Source: an optimization exercise on an open RTL-to-GDS flow (aim: small area and a short achievable clock period). Production flows keep margins and buffers that such runs may drop. In this exercise RTL edits were held to simulation tests only and were not proved equivalent to the original.

## flow/design.v (module list and top-level ports; edited modules follow where they fit)
// module fft008: 97 lines
// module fft8_bfly: 2696 lines
module fft008(fo_000,fo_001,fo_002,fo_003,fo_004,fo_005,fo_006,fo_007,xi_000,xi_001,xi_002,xi_003,xi_004,xi_005,xi_006,xi_007,Wi000,Wi001,Wi002,Wi003,ck,rst,vi,vo);
  // ...
==> flow/flow/run.sh <==
#!/bin/bash
# Standard ORFS layout, with timing repair (CTS and global route) asked to reach
# more setup slack than the default, so that the achieved period shrinks. The
# clock period and constraints are the design's.
set -uo pipefail
bash standard.sh finish SETUP_SLACK_MARGIN=31 > standard_finish.log 2>&1
==> flow/standard.sh <==
#!/bin/bash
# synth_recipe.tcl (not shown) runs the flow's synth.tcl, then flattens the netlist and writes it again
# the make line also repeats each setting of config.mk as NAME=value (left out here)
make -C /OpenROAD-flow-scripts/flow DESIGN_CONFIG=/design/flow/config.mk WORK_HOME=/design/flow/orfs CLKGATE_MAP_FILE= SYNTH_SCRIPT=/design/flow/synth_recipe.tcl "${@:-finish}"
==> flow/config.mk <==
export PLATFORM = sky130hd
export DESIGN_NAME = fft008
export DESIGN_NICKNAME = fft008
export VERILOG_FILES = /design/flow/design.v
export SDC_FILE = /design/flow/constraint.sdc
export NUM_CORES = 8
export LEC_CHECK = 0
export ABC_AREA = 1
export CAP_MARGIN = 30
export CORE_MARGIN = 2
export CORE_UTILIZATION = 40
export SLEW_MARGIN = 30
==> flow/constraint.sdc <==
create_clock -name core_clock -period 40.0 [get_ports {ck}]
set_input_delay 8.0000 -clock core_clock [delete_from_list [all_inputs] [get_ports {ck}]]
set_output_delay 8.0000 -clock core_clock [all_outputs]
set_load 0.01 [all_outputs]
==> impl_metrics.csv, run 1 <==
group,metric,value,unit
clock_network,ctsLongestPathBuffers,4,
place,place.detailed.hpwl,1360000,um
layout,multi_input_gates,25148,
place,gp_congestion,1.11,
global_routing,met2_usage,65.9,%
worst_setup_path,regToRegStartpoint,"w0_0[0]",
detailed_routing,drtIter0Drc,55250,
detailed_routing,avgRoutedWirePerCell,41.9,um
place,place_inst,45109,
worst_setup_path,critPathKind,"reg2out",
global_routing,antenna_found_initial,254,
worst_hold_path,hold_end,"w1_1[31]",
worst_setup_path,crit_path_end_kind,"output port",
clock_network,clk_pin_slew,80,ps
worst_setup_path,cp-startpoint,"fo_005[3]",
worst_setup_path,path_depth,1,
detailed_routing,drt_pre_antenna_iters,14,
clock_network,cts_tree,"built",
clock_network,cts.sinks,1388,
clock_network,cts_setup_buffers,176,
layout,multiInputGateArea,241000,um^2
detailed_routing,wl,1940000,um
layout,post-route-cell-area,340000,um^2
synth,yosysWarnings,1,
synth,synth_simple_gate_area_share,7.01,%
worst_setup_path,critPathLaunchType,"flip-flop",
outcome,outcome,"no timing/DRC/antenna violations",
global_routing,use_met1,56.4,%
sta,fin_crit_sh,24.2,%
worst_setup_path,crit_path_end,"fo_005[3]",
layout,drive_gt1_share,11.3,%
global_routing,grt_pass1_vias,305093,
==> run 2: changes to the inputs <==
==> flow/flow/run.sh (replaced) <==
#!/bin/bash
set -uo pipefail
CTS="-sink_clustering_enable -repair_clock_nets -sink_clustering_size 25 -sink_clustering_max_diameter 100 -dont_use_dummy_load -distance_between_buffers 400"
bash standard.sh finish SETUP_SLACK_MARGIN=31 "CTS_ARGS=$CTS" \
  "BUFFER_PORTS_ARGS=-buffer_cell sky130_fd_sc_hd__buf_1" > log_layout.txt 2>&1
==> run 2 against run 1 <==
Die area unchanged. Utilization down 0.92 points. Cell count decreased by 0.49%. Via count is 0.46% lower. Clock skew grew 1.3 ps. Wire length fell by 2.4%. Sequential share of layout area up 0.15 points. Worst hold slack worse by 22 ps. Synthesized cell count stayed put. Synthesized area stayed put. Setup slack better by 40 ps. Largest cell class unchanged. Highest routed layer unchanged.
==> impl_metrics.csv, run 2 <==
group,metric,value,unit
synth,synth-async-reset-ratio,0,%
floorplan,die_w,871,um
worst_setup_path,critPathMaxStageDelay,450,ps
global_routing,use_met1,55.0,%
detailed_routing,wl,1900000,um
layout,drive_gt1_share,10.6,%
synth,synthMostInstantiatedCell,"inv_1",
worst_setup_path,crit_path_end_kind,"output port",
floorplan,ios,644,
worst_setup_path,critPathKind,"reg2out",
worst_setup_path,reg2reg_depth,26,
layout,syn_to_final_growth,11.0,%
sta,setup_viol,0,
worst_hold_path,worstHoldPathCells,0,
worst_setup_path,regToRegStartpoint,"w0_0[16]",
sta,rsz0062_at_grt,"yes",
place,place.detailed.hpwl,1330000,um
outcome,outcome,"no timing/DRC/antenna violations",
floorplan,die_h,871,um
clock_network,ctsLongestPathBuffers,4,
global_routing,met2_usage,63.8,%
clock_network,clk_latency,1100,ps
detailed_routing,drt_pre_antenna_iters,15,
worst_setup_path,critPathSlowestCell,"dfxtp_4",
synth,synth_top_area_cell,"fa_1",
synth,netlist_area,300000,um^2
synth,yosysWarnings,1,
sta,maxSlewViolCount,0,
synth,synth_top_area_share,38.2,%
clock_network,cts.sinks,1388,
synth,synth-edff-count,0,
sta,finalClockSkew,147,ps
worst_setup_path,crit_buf_inv,1,
global_routing,overflow,0,
detailed_routing,drtIter0Drc,56354,
place,port_buffers,643,
global_routing,grt_start_max_net_pins,65,
detailed_routing,vias_per_cell,6.87,
layout,nNetsFinal,43449,
sta,tightestPinTransition,1250,ps
global_routing,gr-usage-met3,25.2,%
worst_setup_path,path_max_fanout,1,
detailed_routing,ant_nets,0,
worst_hold_path,hold_end,"w2_3[1]",
synth,syn_inst,36455,
floorplan,initial_utilization,40.1,%
floorplan,core,749000,um^2
floorplan,core.rowCount,318,
worst_setup_path,cp-startpoint,"fo_001[3]",
layout,final_common_cell,"inv_1",
detailed_routing,drcViolationCount,0,
global_routing,grt_usage,47.5,%
synth,synth_seq_cells,1388,
worst_setup_path,critPathLaunchType,"flip-flop",
layout,layout_common_cells,"6,192 x inv_1, 5,649 x fa_1, 4,314 x a21oi_1",
sta,whs,298,ps
layout,fillers,73977,
clock_network,cts_buffers,120,
sta,fin_tns_setup,0,ps
worst_setup_path,cp_data_required_time,32000,ps
clock_network,clk_pin_slew,90,ps
clock_network,clockRootBuffer,"clkbuf_16",
synth,mappedNetlistNets,44119,
clock_network,cts-hold-fix-buffers,0,
sta,final-hold-violation-count,0,
clock_network,htreeDepth,3,
worst_setup_path,worstReg2RegEnd,"x1_5[26]",
synth,synth_ff_type,"dfxtp_1",
synth,syn_avg_cell_area,8.24,um^2
synth,synth.distinct_cells,68,
global_routing,grt_pass1_vias,302226,
worst_setup_path,crit_family,"flip-flops",
worst_setup_path,arrival,1650,ps
synth,yosys-top-cells-area,"fa_1 38%, dfxtp_1 9.3%, o22ai_1 8.7%",
detailed_routing,via_count,316547,
worst_hold_path,min_from,"w1_3[1]",
sta,fin_crit_sh,24.1,%
sta,fmax,0.104,GHz
global_routing,grt_pass1_wl,2510000,um
worst_setup_path,r2r_slack,30860,ps
clock_network,cts_tree,"built",
worst_hold_path,hold_path.class,"reg2reg",
floorplan,die-area,758000,um^2
worst_setup_path,path_cells,"buf_6",
flow_run,cap_viol_max_count,0,
sta,post-route-min-period,9650,ps
place,gp_congestion,1.10,
synth,synth_seq_area_share,9.25,%
global_routing,antenna_found_initial,249,
detailed_routing,avgRoutedWirePerCell,41.1,um
sta,slew_headroom,16.9,%
global_routing,busiest_layer,"met2",
synth,synth_commonest_cells,"6,322 x inv_1, 5,736 x fa_1, 4,409 x a21oi_1, 4,180 x o22ai_1, 3,270 x nand2_1",
[run 2: cell counts after synthesis]
No cell type changed its count.
[run 2: layout make-up]
cell class / instances / area, um^2 / share of cell area, %
Timing Repair Buffer: 2523 / 22600 / 6.79
Sequential cell: 1388 / 28300 / 8.48
Antenna cell: 391 / 978 / 0.294
Inverter: 6592 / 25500 / 7.65
Multi-Input combinational cell: 25151 / 240000 / 72.1
Timing Repair inverter: 9 / 73.8 / 0.0221
Clock buffer: 120 / 3000 / 0.901
Tap cell: 9920 / 12400 / 3.72
[run 2: worst max path at each step]
stage | to | slack, ps | cells after the start
5_1_grt | fo_001[3] | 30330 | 1
3_5_place_dp | x1_2[31] | 28850 | 38
2_1_floorplan | x1_1[31] | 31360 | 41
6_report | fo_001[3] | 30350 | 1
3_3_place_gp | x1_2[31] | 28850 | 38
4_1_cts | fo_001[3] | 30330 | 1
[run 2: kinds of logic after synthesis]
group,synth area share (%)
DFF,9.25
xor gates and xnor gates,3.29
adders and majority gates,44.6
buffers and inverters,12.5
AOI/OAI and AO/OA,23.3
and+or+nand+nor,7.01
[run 2: per-layer routing]
layer / vias up / part of all wire (%)
li1: 120430 / -
met1: 154499 / 33
met2: 31482 / 38
met3: 9975 / 17
met4: 161 / 12
met5: - / 0.19
[run 2: per-stage QoR]
| stage | instance area (um^2) | std cells | util [%] | worst slack (ps) |
|---|---|---|---|---|
| finish | 333000 | 46094 | 44.5 | 30350 |
| global placement | 314000 | 45075 | 41.9 | 28850 |
| global route | 333000 | 45897 | 44.4 | 30330 |
| floorplan | 300000 | 36455 | - | 31360 |
| CTS | 324000 | 45369 | 43.3 | 30330 |
| detailed placement | 314000 | 45079 | 41.9 | 28850 |
[run 2: timing repair]
action                      CTS  global route
pin swaps                    84           146
cloned                       31            52
buffers inserted            139           271
gates resized for setup    1437          1171
setup endpoints to repair   721           469
==> run 3: changes to the inputs <==
--- a/flow/config.mk
+++ b/flow/config.mk
@@ -8,5 +8,8 @@
 export ABC_AREA = 1
 export CAP_MARGIN = 30
+export CELL_PAD_IN_SITES_DETAIL_PLACEMENT = 2
+export CELL_PAD_IN_SITES_GLOBAL_PLACEMENT = 2
 export CORE_MARGIN = 2
-export CORE_UTILIZATION = 40
+export CORE_UTILIZATION = 28
+export GPL_ROUTABILITY_DRIVEN = 1
 export SLEW_MARGIN = 30
==> run 3 against run 2 <==
Now fails the layout checks on antenna rules. Die area up 43%. Final area up 4.5%. Sequential share of layout area down 0.36 points. Via count up 2.1%. Wire length up 17%. Clock skew down 1.8 ps. Utilization down 12 points. First-iteration DRC count down 27%. Worst hold slack worse by 12 ps.
==> impl_metrics.csv, run 3 <==
group,metric,value,unit
outcome,outcome,"failed layout checks",
outcome,violations,"antenna rules",
worst_hold_path,hold_path.class,"reg2reg",
detailed_routing,ant_nets,1,
global_routing,grt_pass1_vias,331161,
detailed_routing,drt_pre_antenna_iters,9,
synth,synth_seq_cells,1388,
synth,synth_commonest_cells,"6,322 x inv_1, 5,736 x fa_1, 4,409 x a21oi_1, 4,180 x o22ai_1, 3,270 x nand2_1",
floorplan,die_w,1040,um
clock_network,clk_latency,1110,ps
global_routing,antenna_found_initial,313,
synth,synth-async-reset-ratio,0,%
worst_setup_path,path_max_fanout,1,
detailed_routing,drcViolationCount,0,
clock_network,htreeDepth,4,
synth,netlist_area,300000,um^2
sta,final-hold-violation-count,0,
global_routing,grt_start_max_net_pins,68,
floorplan,die_h,1040,um
detailed_routing,wl,2220000,um
worst_setup_path,reg2reg_depth,36,
synth,syn_avg_cell_area,8.24,um^2
detailed_routing,drtIter0Drc,41146,
worst_setup_path,crit_buf_inv,1,
worst_setup_path,critPathLaunchType,"flip-flop",
synth,synth-edff-count,0,
synth,syn_inst,36455,
sta,whs,286,ps
clock_network,cts_buffers,143,
worst_setup_path,crit_path_end_kind,"output port",
worst_setup_path,crit_family,"flip-flops",
synth,synthMostInstantiatedCell,"inv_1",
layout,nNetsFinal,43782,
worst_setup_path,arrival,1560,ps
worst_setup_path,path_depth,1,
global_routing,grt_pass1_wl,2910000,um
floorplan,core,1070000,um^2
clock_network,clockRootBuffer,"clkbuf_16",
detailed_routing,vias_per_cell,6.22,
clock_network,cts.sinks,1388,
sta,fmax,0.105,GHz
synth,synth_top_area_cell,"fa_1",
synth,synth_seq_area_share,9.25,%
detailed_routing,avgRoutedWirePerCell,42.8,um
global_routing,grt_usage,39.0,%
layout,post-route-util,32.5,%
sta,tightestPinTransition,1610,ps
synth,yosys-top-cells-area,"fa_1 38%, dfxtp_1 9.3%, o22ai_1 8.7%",
worst_setup_path,critPathSlowestCell,"dfxtp_4",
worst_setup_path,critPathKind,"reg2out",
worst_setup_path,worstReg2RegEnd,"x1_2[31]",
place,gp_congestion,1.02,
layout,drive_gt1_share,12.2,%
detailed_routing,via_count,323295,
clock_network,clk_pin_slew,90,ps
floorplan,ios,644,
synth,yosysWarnings,1,
worst_setup_path,critPathMaxStageDelay,400,ps
place,port_buffers,643,
sta,slew_headroom,-7.74,%
worst_hold_path,min_from,"w1_1[22]",
synth,mappedNetlistNets,44119,
layout,syn_to_final_growth,15.9,%
synth,synth_top_area_share,38.2,%
clock_network,cts-hold-fix-buffers,0,
sta,fin_tns_setup,0,ps
floorplan,die-area,1080000,um^2
clock_network,cts_tree,"built",
worst_setup_path,r2r_slack,30620,ps
layout,final_common_cell,"inv_1",
floorplan,core.rowCount,380,
sta,maxSlewViolCount,38,
worst_setup_path,path_cells,"buf_6",
sta,fin_crit_sh,23.9,%
clock_network,ctsLongestPathBuffers,4,
synth,synth_ff_type,"dfxtp_1",
worst_setup_path,regToRegStartpoint,"w0_0[18]",
worst_hold_path,worstHoldPathCells,0,
worst_hold_path,hold_end,"w2_1[22]",
sta,finalClockSkew,145,ps
place,place.detailed.hpwl,1580000,um
synth,synth.distinct_cells,68,
sta,setup_viol,0,
layout,layout_common_cells,"6,165 x inv_1, 5,565 x fa_1, 4,312 x a21oi_1",
flow_run,cap_viol_max_count,1,
worst_setup_path,cp_data_required_time,32000,ps
sta,rsz0062_at_grt,"yes",
floorplan,initial_utilization,28.1,%
sta,post-route-min-period,9560,ps
global_routing,overflow,0,
-- run 3: cell count changes in the layout (fill, tap and decap cells not counted), moves of 27 or more --
cell | previous run | this run
inv_2 | 99 | 126
nand2_4 | 60 | 90
fa_1 | 5649 | 5565
inv_1 | 6192 | 6165
buf_6 | 296 | 352
buf_4 | 1441 | 1622
nand2_1 | 3117 | 3072
clkbuf_16 | 163 | 196
diode_2 | 391 | 1517
fa_2 | 87 | 171
-- run 3: layer usage --
layer	track usage (%)	routed length, um	share of wire (%)	vias to the layer above
met4	30.7	214000	9.6	115
li1	-	-	-	122246
met2	55.3	905000	41	23822
met5	0.126	1510	0.068	-
met3	14.0	282000	13	6412
met1	47.8	822000	37	170700
-- run 3: worst register-to-register path, delay by kind of cell (launching register included) --
kind,cells,cell delay [ps]
adder cells (fa/ha/maj),9,4250
AO/OA/AOI/OAI,7,1550
XOR/XNOR,1,200
buffers and inverters,5,690
flip-flops,1,550
AND/OR/NAND/NOR,14,2040
-- run 3: worst max-delay path by stage --
stage          slack (ps)          to        from
6_report            30440  fo_001[17]  fo_001[17]
3_3_place_gp        28210    x1_4[15]    w0_0[16]
2_1_floorplan       31360    x1_1[31]    w0_0[16]
3_5_place_dp        28410    x1_3[15]     w0_0[0]
5_1_grt             30350  fo_001[17]  fo_001[17]
4_1_cts             30290  fo_001[17]  fo_001[17]
-- run 3: repair_timing --
item | CTS | global route
pin swaps | 135 | 255
gates resized for setup | 1944 | 1389
endpoints found under the setup margin | 800 | 442
setup buffers | 222 | 311
gates cloned | 48 | 58
-- run 3: cells by family (layout without fill, tap and decap cells) --
logic type               count (synthesis)  count (layout)  synth area share [%]
AND/OR/NAND/NOR                       5094            5113                  7.01
other                                    0            1517                     0
XOR/XNOR                              1126            1126                  3.29
flip-flops                            1388            1388                  9.25
buffers and inverters                 9932            9574                  12.5
adder cells (fa/ha/maj)               7277            7277                  44.6
AO/OA/AOI/OAI                        11638           11638                  23.3
-- run 3: cell type report --
cell class | instances | area, um^2
inverter | 6592 | 25600
fill | 120720 | 722000
timing repair inverter | 6 | 52.6
clock buffer | 143 | 3580
timing repair buffer | 2833 | 26600
antenna | 1517 | 3800
multi-input combinational | 25154 | 242000
sequential | 1388 | 28300
tap | 14325 | 17900
-- run 3: through the flow --
stage	instance area, um^2	std cells	setup WS [ps]
after global routing	347000	51664	30350
after CTS	335000	50068	30290
final	348000	51958	30440
after detailed placement	321000	49655	28410
after floorplan	300000	36455	31360
after global placement	321000	49647	28210

==> what the ideal ports hide <==
Ports are ideal in the flow. The routed layouts listed here were re-timed in OpenROAD. Step 1 assumes that a clkbuf_16 drives the clock port and a buf_2 every other input. Step 2, shift: input delay + t, output delay - t, t = (earliest + latest rising clock arrival at the registers) / 2. This alone moves slack from input paths to output paths. a / b / c = no drivers / after step 1 / after step 2; a / b = the first two.
run	t, ns	setup WS [ns]	latest minus earliest clock arrival (ns)	worst register clock-pin slew, ns
run 1	1.204	30.310 / 30.157 / 30.568	0.147 / 0.147	0.09 / 0.09
run 2	1.183	30.351 / 30.196 / 30.863	0.148 / 0.147	0.11 / 0.11
run 3	1.208	30.438 / 30.264 / 30.621	0.145 / 0.145	0.10 / 0.10
